Context: an optimization exercise on an open-source flow, tuned for small area and a short achievable clock period. The choices shown serve that exercise and are no tape-out recipe.
At most, simulation tests tie the RTL to the original design; equivalence was not proved.
The clock input has no modelled driver; a real chip could not lean on it and would need a root buffer or a full tree.
Power figures rest on the tool's default switching activity, not on a simulated workload.

Design ADDER_TREE, start of the top module:
module ADDER_TREE #(parameter DATA_IN_WIDTH = 8, DATA_OUT_WIDTH = 16)
  (clk, rst_n, ena, data_in1, data_in2, data_out, done, pipe);
  input clk, rst_n, ena;
  input [DATA_IN_WIDTH - 1:0] data_in1, data_in2;
  output [DATA_OUT_WIDTH:0] data_out;
  output done;
  output [6:0] pipe;
  reg        done;
  reg [6:0]  pipe;
  reg [7:0] a1, b1;
  always @(posedge clk)
    if (ena) begin
      a1 <= data_in1;
      b1 <= data_in2;
    end
  wire hs1 = (a1[2] & b1[0]) ^ (a1[1] & b1[1]);
  wire hc2 = (a1[2] & b1[0]) & (a1[1] & b1[1]);
  wire fs3 = (a1[3] & b1[0]) ^ (a1[2] & b1[1]) ^ (a1[1] & b1[2]);
  wire fc4 = ((a1[3] & b1[0]) & (a1[2] & b1[1])) | ((a1[3] & b1[0]) & (a1[1] & b1[2])) | ((a1[2] & b1[1]) & (a1[1] & b1[2]));
  wire fs5 = (a1[4] & b1[0]) ^ (a1[3] & b1[1]) ^ (a1[2] & b1[2]);
  wire fc6 = ((a1[4] & b1[0]) & (a1[3] & b1[1])) | ((a1[4] & b1[0]) & (a1[2] & b1[2])) | ((a1[3] & b1[1]) & (a1[2] & b1[2]));
  wire fs7 = (a1[5] & b1[0]) ^ (a1[4] & b1[1]) ^ (a1[3] & b1[2]);
  wire fc8 = ((a1[5] & b1[0]) & (a1[4] & b1[1])) | ((a1[5] & b1[0]) & (a1[3] & b1[2])) | ((a1[4] & b1[1]) & (a1[3] & b1[2]));
  wire fs9 = (a1[6] & b1[0]) ^ (a1[5] & b1[1]) ^ (a1[4] & b1[2]);
  wire fc10 = ((a1[6] & b1[0]) & (a1[5] & b1[1])) | ((a1[6] & b1[0]) & (a1[4] & b1[2])) | ((a1[5] & b1[1]) & (a1[4] & b1[2]));
  wire fs11 = (a1[7] & b1[0]) ^ (a1[6] & b1[1]) ^ (a1[5] & b1[2]);
  wire fc12 = ((a1[7] & b1[0]) & (a1[6] & b1[1])) | ((a1[7] & b1[0]) & (a1[5] & b1[2])) | ((a1[6] & b1[1]) & (a1[5] & b1[2]));
  wire fs13 = ~(a1[7] & b1[0]) ^ ~(a1[7] & b1[1]) ^ (a1[6] & b1[2]);
  wire fc14 = (~(a1[7] & b1[0]) & ~(a1[7] & b1[1])) | (~(a1[7] & b1[0]) & (a1[6] & b1[2])) | (~(a1[7] & b1[1]) & (a1[6] & b1[2]));
  reg [18:0] t2;
  reg [7:0] a2;
  reg [7:3] b2;
  always @(posedge clk) begin
    t2[0] <= (a1[0] & b1[0]);    
    t2[1] <= (a1[1] & b1[0]);    
    t2[2] <= (a1[0] & b1[1]);    
    t2[3] <= hs1;    
    t2[4] <= (a1[0] & b1[2]);    
    t2[5] <= hc2;    
    t2[6] <= fs3;    
    t2[7] <= fc4;    
    t2[8] <= fs5;    
    t2[9] <= fc6;    
    t2[10] <= fs7;    
    t2[11] <= fc8;    
    t2[12] <= fs9;    
    t2[13] <= fc10;    
    t2[14] <= fs11;    
    t2[15] <= fc12;    
    t2[16] <= fs13;    
    t2[17] <= fc14;    
  ...
Settings: LEC_CHECK=0, CAP_MARGIN=20, CORE_MARGIN=2, CORE_UTILIZATION=80, SETUP_SLACK_MARGIN=2.35, SLEW_MARGIN=20; clock period 4.0 ns.
standard.sh (not shown) runs the stock make flow with config.mk's settings and CLKGATE_MAP_FILE= SYNTH_SCRIPT=/design/flow/synth_recipe.tcl, a recipe that flattens the netlist after the stock synthesis.
==> flow/flow/run.sh <==
#!/bin/bash
# The standard layout (standard.sh) with these changes to how it is made:
# - plain buffers on the ports instead of the delay cells buffer_ports picks
#   by default;
# - after clock tree synthesis, flow/clock_tree.tcl replaces the clock tree
#   with a balanced two-level tree: four root buffers fed by the clock port,
#   each driving the leaf buffers of one region; every register sees one root
#   and one leaf buffer.
set -euo pipefail
export BUFFER_PORTS_ARGS="-buffer_cell sky130_fd_sc_hd__buf_1"
export CTS_ARGS="-sink_clustering_enable -repair_clock_nets -dont_use_dummy_load -buf_list {sky130_fd_sc_hd__clkbuf_8}"
export POST_CTS_TCL="$PWD/flow/clock_tree.tcl"
export CLOCK_TREE_ROOTS=4
export CLOCK_TREE_LEAVES=12
export CLOCK_TREE_ROOT_CELL=sky130_fd_sc_hd__clkbuf_8
export CLOCK_TREE_LEAF_CELL=sky130_fd_sc_hd__clkbuf_8
bash standard.sh > standard_make.log 2>&1
Other scripts of this flow, unchanged in this note and not shown: flow/flow/clock_tree.tcl
Next try:
--- a/flow/design.v
+++ b/flow/design.v
@@ -257,26 +257,21 @@
     t7[11] <= t6[11];    
     t7[12] <= sum89[0];    
     t7[13] <= sum89[1];    
     t7[14] <= sum89[2];    
     t7[15] <= sum89[3];    
   end
   wire [15:0] prod = {t7[15], t7[14], t7[13], t7[12], t7[11], t7[10], t7[9], t7[8], t7[7], t7[6], t7[5], t7[4], t7[3], t7[2], t7[1], t7[0]} ^ 16'h8000;
   reg [15:0] p8;
-  reg        pipe0, valid;
   always @(posedge clk or negedge rst_n) begin
     if (!rst_n) begin
-      pipe  <= 7'b0;
-      pipe0 <= 1'b0;
-      valid <= 1'b0;
-      done  <= 1'b0;
-      p8    <= 16'b0;
+      pipe <= 7'b0;
+      done <= 1'b0;
+      p8   <= 16'b0;
     end else begin
-      pipe  <= {pipe[5:1], pipe0, pipe0 | ena};
-      if (ena) pipe0 <= 1'b1;
-      valid <= valid | pipe[5];
-      done  <= valid;
-      p8    <= prod & {16{valid}};
+      pipe <= {pipe[5:0], pipe[0] | ena};
+      done <= pipe[6];
+      p8   <= prod & {16{pipe[6]}};
     end
   end
   assign data_out = {p8[15], p8};
 endmodule
Outcome: The new run passed the timing, design-rule and antenna checks. Sequential power is about the same. Global-route usage climbs by 3.5 points. Flip-flop and latch count fell by 2. Design area increases slightly. Setup slack degrades by 0.054 ns. Total power rose by a few percent. Register-to-register slack got worse by 0.04 ns. Critical path depth does not change. Routed wire length climbs by about a fifth. Final cell count increases slightly. Die area drops slightly. Synthesized cell count is about the same.
Only the layout flow was run in the second run of this note; the RTL was not checked for function there.

---

## alpha
The RTL this note starts from:
==> flow/design.v <==
module ADDER_TREE #(parameter DATA_IN_WIDTH = 8, DATA_OUT_WIDTH = 16)
  (clk, rst_n, ena, data_in1, data_in2, data_out, done, pipe);
  input clk, rst_n, ena;
  input [DATA_IN_WIDTH - 1:0] data_in1, data_in2;
  output [DATA_OUT_WIDTH:0] data_out;
  output done;
  output [6:0] pipe;
  reg        done;
  reg [6:0]  pipe;
  function [8:0] addrow;
    input [7:0] x;
    input [7:0] a;
    input       bk;
    reg   [7:0] r, p, g;
    reg   [8:0] c;
    integer i;
    begin
      r = a & {8{bk}};
      r[7] = ~r[7];
      for (i = 0; i < 7; i = i + 1)
        g[i] = (x[i] & a[i]) & bk;
      g[7] = x[7] & r[7];
      p = x ^ r;
      c[0] = 1'b0;
      for (i = 0; i < 8; i = i + 1)
        c[i+1] = g[i] | (p[i] & c[i]);
      addrow = {c[8], p ^ c[7:0]};
    end
  endfunction
  reg [7:0] a1, b1;
  always @(posedge clk)
    if (ena) begin
      a1 <= data_in1;
      b1 <= data_in2;
    end
  wire       s0 = a1[7] & b1[0];
  wire       s1 = a1[7] & b1[1];
  reg  [9:0] x2;
  reg  [7:0] a2;
  reg  [7:2] b2;
  always @(posedge clk) begin
    x2 <= {1'b0, ~s0, s0, a1[6:0] & {7{b1[0]}}}
        + {~s1, a1[6:0] & {7{b1[1]}}, 1'b0};
    a2 <= a1;
    b2 <= b1[7:2];
  end
  reg  [10:0] x3;
  reg  [7:0]  a3;
  reg  [7:3]  b3;
  always @(posedge clk) begin
    x3 <= {addrow(x2[9:2], a2, b2[2]), x2[1:0]};
    a3 <= a2;
    b3 <= b2[7:3];
  end
  reg  [11:0] x4;
  reg  [7:0]  a4;
  reg  [7:4]  b4;
  always @(posedge clk) begin
    x4 <= {addrow(x3[10:3], a3, b3[3]), x3[2:0]};
    a4 <= a3;
    b4 <= b3[7:4];
  end
  reg  [12:0] x5;
  reg  [7:0]  a5;
  reg  [7:5]  b5;
  always @(posedge clk) begin
    x5 <= {addrow(x4[11:4], a4, b4[4]), x4[3:0]};
    a5 <= a4;
    b5 <= b4[7:5];
  end
  reg  [13:0] x6;
  reg  [7:0]  a6;
  reg  [7:6]  b6;
  always @(posedge clk) begin
    x6 <= {addrow(x5[12:5], a5, b5[5]), x5[4:0]};
    a6 <= a5;
    b6 <= b5[7:6];
  end
  reg  [14:0] x7;
  reg  [7:0]  a7;
  reg         b7;
  always @(posedge clk) begin
    x7 <= {addrow(x6[13:6], a6, b6[6]), x6[5:0]};
    a7 <= a6;
    b7 <= b6[7];
  end
  wire [15:0] x8 = {addrow(x7[14:7], a7, b7), x7[6:0]} ^ 16'h8000;
  reg  [15:0] p8;
  always @(posedge clk or negedge rst_n) begin
    if (!rst_n) begin
      pipe <= 7'b0;
      done <= 1'b0;
      p8   <= 16'b0;
    end else begin
      pipe <= {pipe[5:0], pipe[0] | ena};
      done <= pipe[6];
      p8   <= x8 & {16{pipe[6]}};
    end
  end
  assign data_out = {p8[15], p8};
endmodule
Settings: LEC_CHECK=0, CAP_MARGIN=20, CORE_MARGIN=2, CORE_UTILIZATION=60, SETUP_SLACK_MARGIN=1.9, SLEW_MARGIN=20; clock period 4.0 ns.
==> flow/flow/run.sh <==
#!/bin/bash
# The standard layout (standard.sh) with three changes to how it is made:
# plain buffers on the ports instead of the delay cells buffer_ports picks
# by default, and clock tree synthesis with larger sink clusters and without
# dummy loads.
set -euo pipefail
export BUFFER_PORTS_ARGS="-buffer_cell sky130_fd_sc_hd__buf_1"
export CTS_ARGS="-sink_clustering_enable -repair_clock_nets -dont_use_dummy_load -buf_list {sky130_fd_sc_hd__clkbuf_8}"
bash standard.sh > standard_make.log 2>&1
For beta, these inputs were changed with respect to alpha:
==> flow/design.v <==
module ADDER_TREE #(parameter DATA_IN_WIDTH = 8, DATA_OUT_WIDTH = 16)
  (clk, rst_n, ena, data_in1, data_in2, data_out, done, pipe);
  input clk, rst_n, ena;
  input [DATA_IN_WIDTH - 1:0] data_in1, data_in2;
  output [DATA_OUT_WIDTH:0] data_out;
  output done;
  output [6:0] pipe;
  reg        done;
  reg [6:0]  pipe;
  reg [7:0] a1, b1;
  always @(posedge clk)
    if (ena) begin
      a1 <= data_in1;
      b1 <= data_in2;
    end
  wire       s0 = a1[7] & b1[0];
  wire       s1 = a1[7] & b1[1];
  reg  [9:0] x2;
  reg  [7:0] a2;
  reg  [7:2] b2;
  always @(posedge clk) begin
    x2 <= {1'b0, ~s0, s0, a1[6:0] & {7{b1[0]}}}
        + {~s1, a1[6:0] & {7{b1[1]}}, 1'b0};
    a2 <= a1;
    b2 <= b1[7:2];
  end
  reg  [10:0] x3;
  reg  [7:0]  a3;
  reg  [7:3]  b3;
  always @(posedge clk) begin
    x3 <= {1'b0, x2} + {~(a2[7] & b2[2]), a2[6:0] & {7{b2[2]}}, 2'b0};
    a3 <= a2;
    b3 <= b2[7:3];
  end
  reg  [11:0] x4;
  reg  [7:0]  a4;
  reg  [7:4]  b4;
  always @(posedge clk) begin
    x4 <= {1'b0, x3} + {~(a3[7] & b3[3]), a3[6:0] & {7{b3[3]}}, 3'b0};
    a4 <= a3;
    b4 <= b3[7:4];
  end
  reg  [12:0] x5;
  reg  [7:0]  a5;
  reg  [7:5]  b5;
  always @(posedge clk) begin
    x5 <= {1'b0, x4} + {~(a4[7] & b4[4]), a4[6:0] & {7{b4[4]}}, 4'b0};
    a5 <= a4;
    b5 <= b4[7:5];
  end
  reg  [13:0] x6;
  reg  [7:0]  a6;
  reg  [7:6]  b6;
  always @(posedge clk) begin
    x6 <= {1'b0, x5} + {~(a5[7] & b5[5]), a5[6:0] & {7{b5[5]}}, 5'b0};
    a6 <= a5;
    b6 <= b5[7:6];
  end
  reg  [14:0] x7;
  reg  [7:0]  a7;
  reg         b7;
  always @(posedge clk) begin
    x7 <= {1'b0, x6} + {~(a6[7] & b6[6]), a6[6:0] & {7{b6[6]}}, 6'b0};
    a7 <= a6;
    b7 <= b6[7];
  end
  wire [15:0] x8 = ({1'b0, x7} + {~(a7[7] & b7), a7[6:0] & {7{b7}}, 7'b0})
                   ^ 16'h8000;
  reg  [15:0] p8;
  always @(posedge clk or negedge rst_n) begin
    if (!rst_n) begin
      pipe <= 7'b0;
      done <= 1'b0;
      p8   <= 16'b0;
    end else begin
      pipe <= {pipe[5:0], pipe[0] | ena};
      done <= pipe[6];
      p8   <= x8 & {16{pipe[6]}};
    end
  end
  assign data_out = {p8[15], p8};
endmodule
==> run summary <==
For alpha and beta, there was not a single run that failed to finish clean. Sort alpha and beta by total area of sequential cells, ascending, and beta comes first. alpha → beta: final critical-path required period went down by 1.34 ns; total length of routed wires went up by about 12%. Between alpha and beta, the cell count went up. Going from alpha to beta, the count of buffers not belonging to the clock network in the layout was found to have gone down by 12. Complex-gate fraction of the synthesized area was lower in alpha than in beta. Share of power burned in the clock network in beta is 0.3 points above alpha. | power drawn by the clock network | alpha vs beta | ≈ equal |. Critical path depth down 8 in beta wrt alpha. From alpha to beta the numbers moved as follows: internal power dropped 4.1%; worst slew margin relative to its limit increased by 39 points relative to the old numbers.
No functional check of the RTL was part of any run of this note.

afterwards: timing with drivers on the ports:
The flow's constraints put no driver on any port. The routed layouts listed below were extracted and timed again, unchanged, in two steps.
Step 1, drivers: a clkbuf_16 drives clk and a buf_2 each remaining input, both assumed.
Step 2, shift: input delay + t, output delay - t, t = (earliest + latest rising clock arrival at the registers) / 2. This alone moves slack from input paths to output paths.
Slacks: no drivers / after step 1 / after step 2; pairs: no drivers / after step 1.
| run | t, ns | setup slack, ns | clock arrival spread, ns |
|---|---|---|---|
| the first run of note 1 | 0.353 | 2.369 / 2.305 / 2.192 | 0.014 / 0.014 |
| the second run of note 1 | 0.355 | 2.315 / 2.250 / 2.157 | 0.017 / 0.017 |
| alpha | 0.464 | 0.662 / 0.662 / 0.662 | 0.018 / 0.018 |
| beta | 0.466 | 1.999 / 1.987 / 1.999 | 0.011 / 0.011 |
After both steps setup and hold are still met in every run listed. The setup slack of the first run of note 1, which loses most, moves by -0.064 ns with the drivers and by -0.177 ns with both steps.
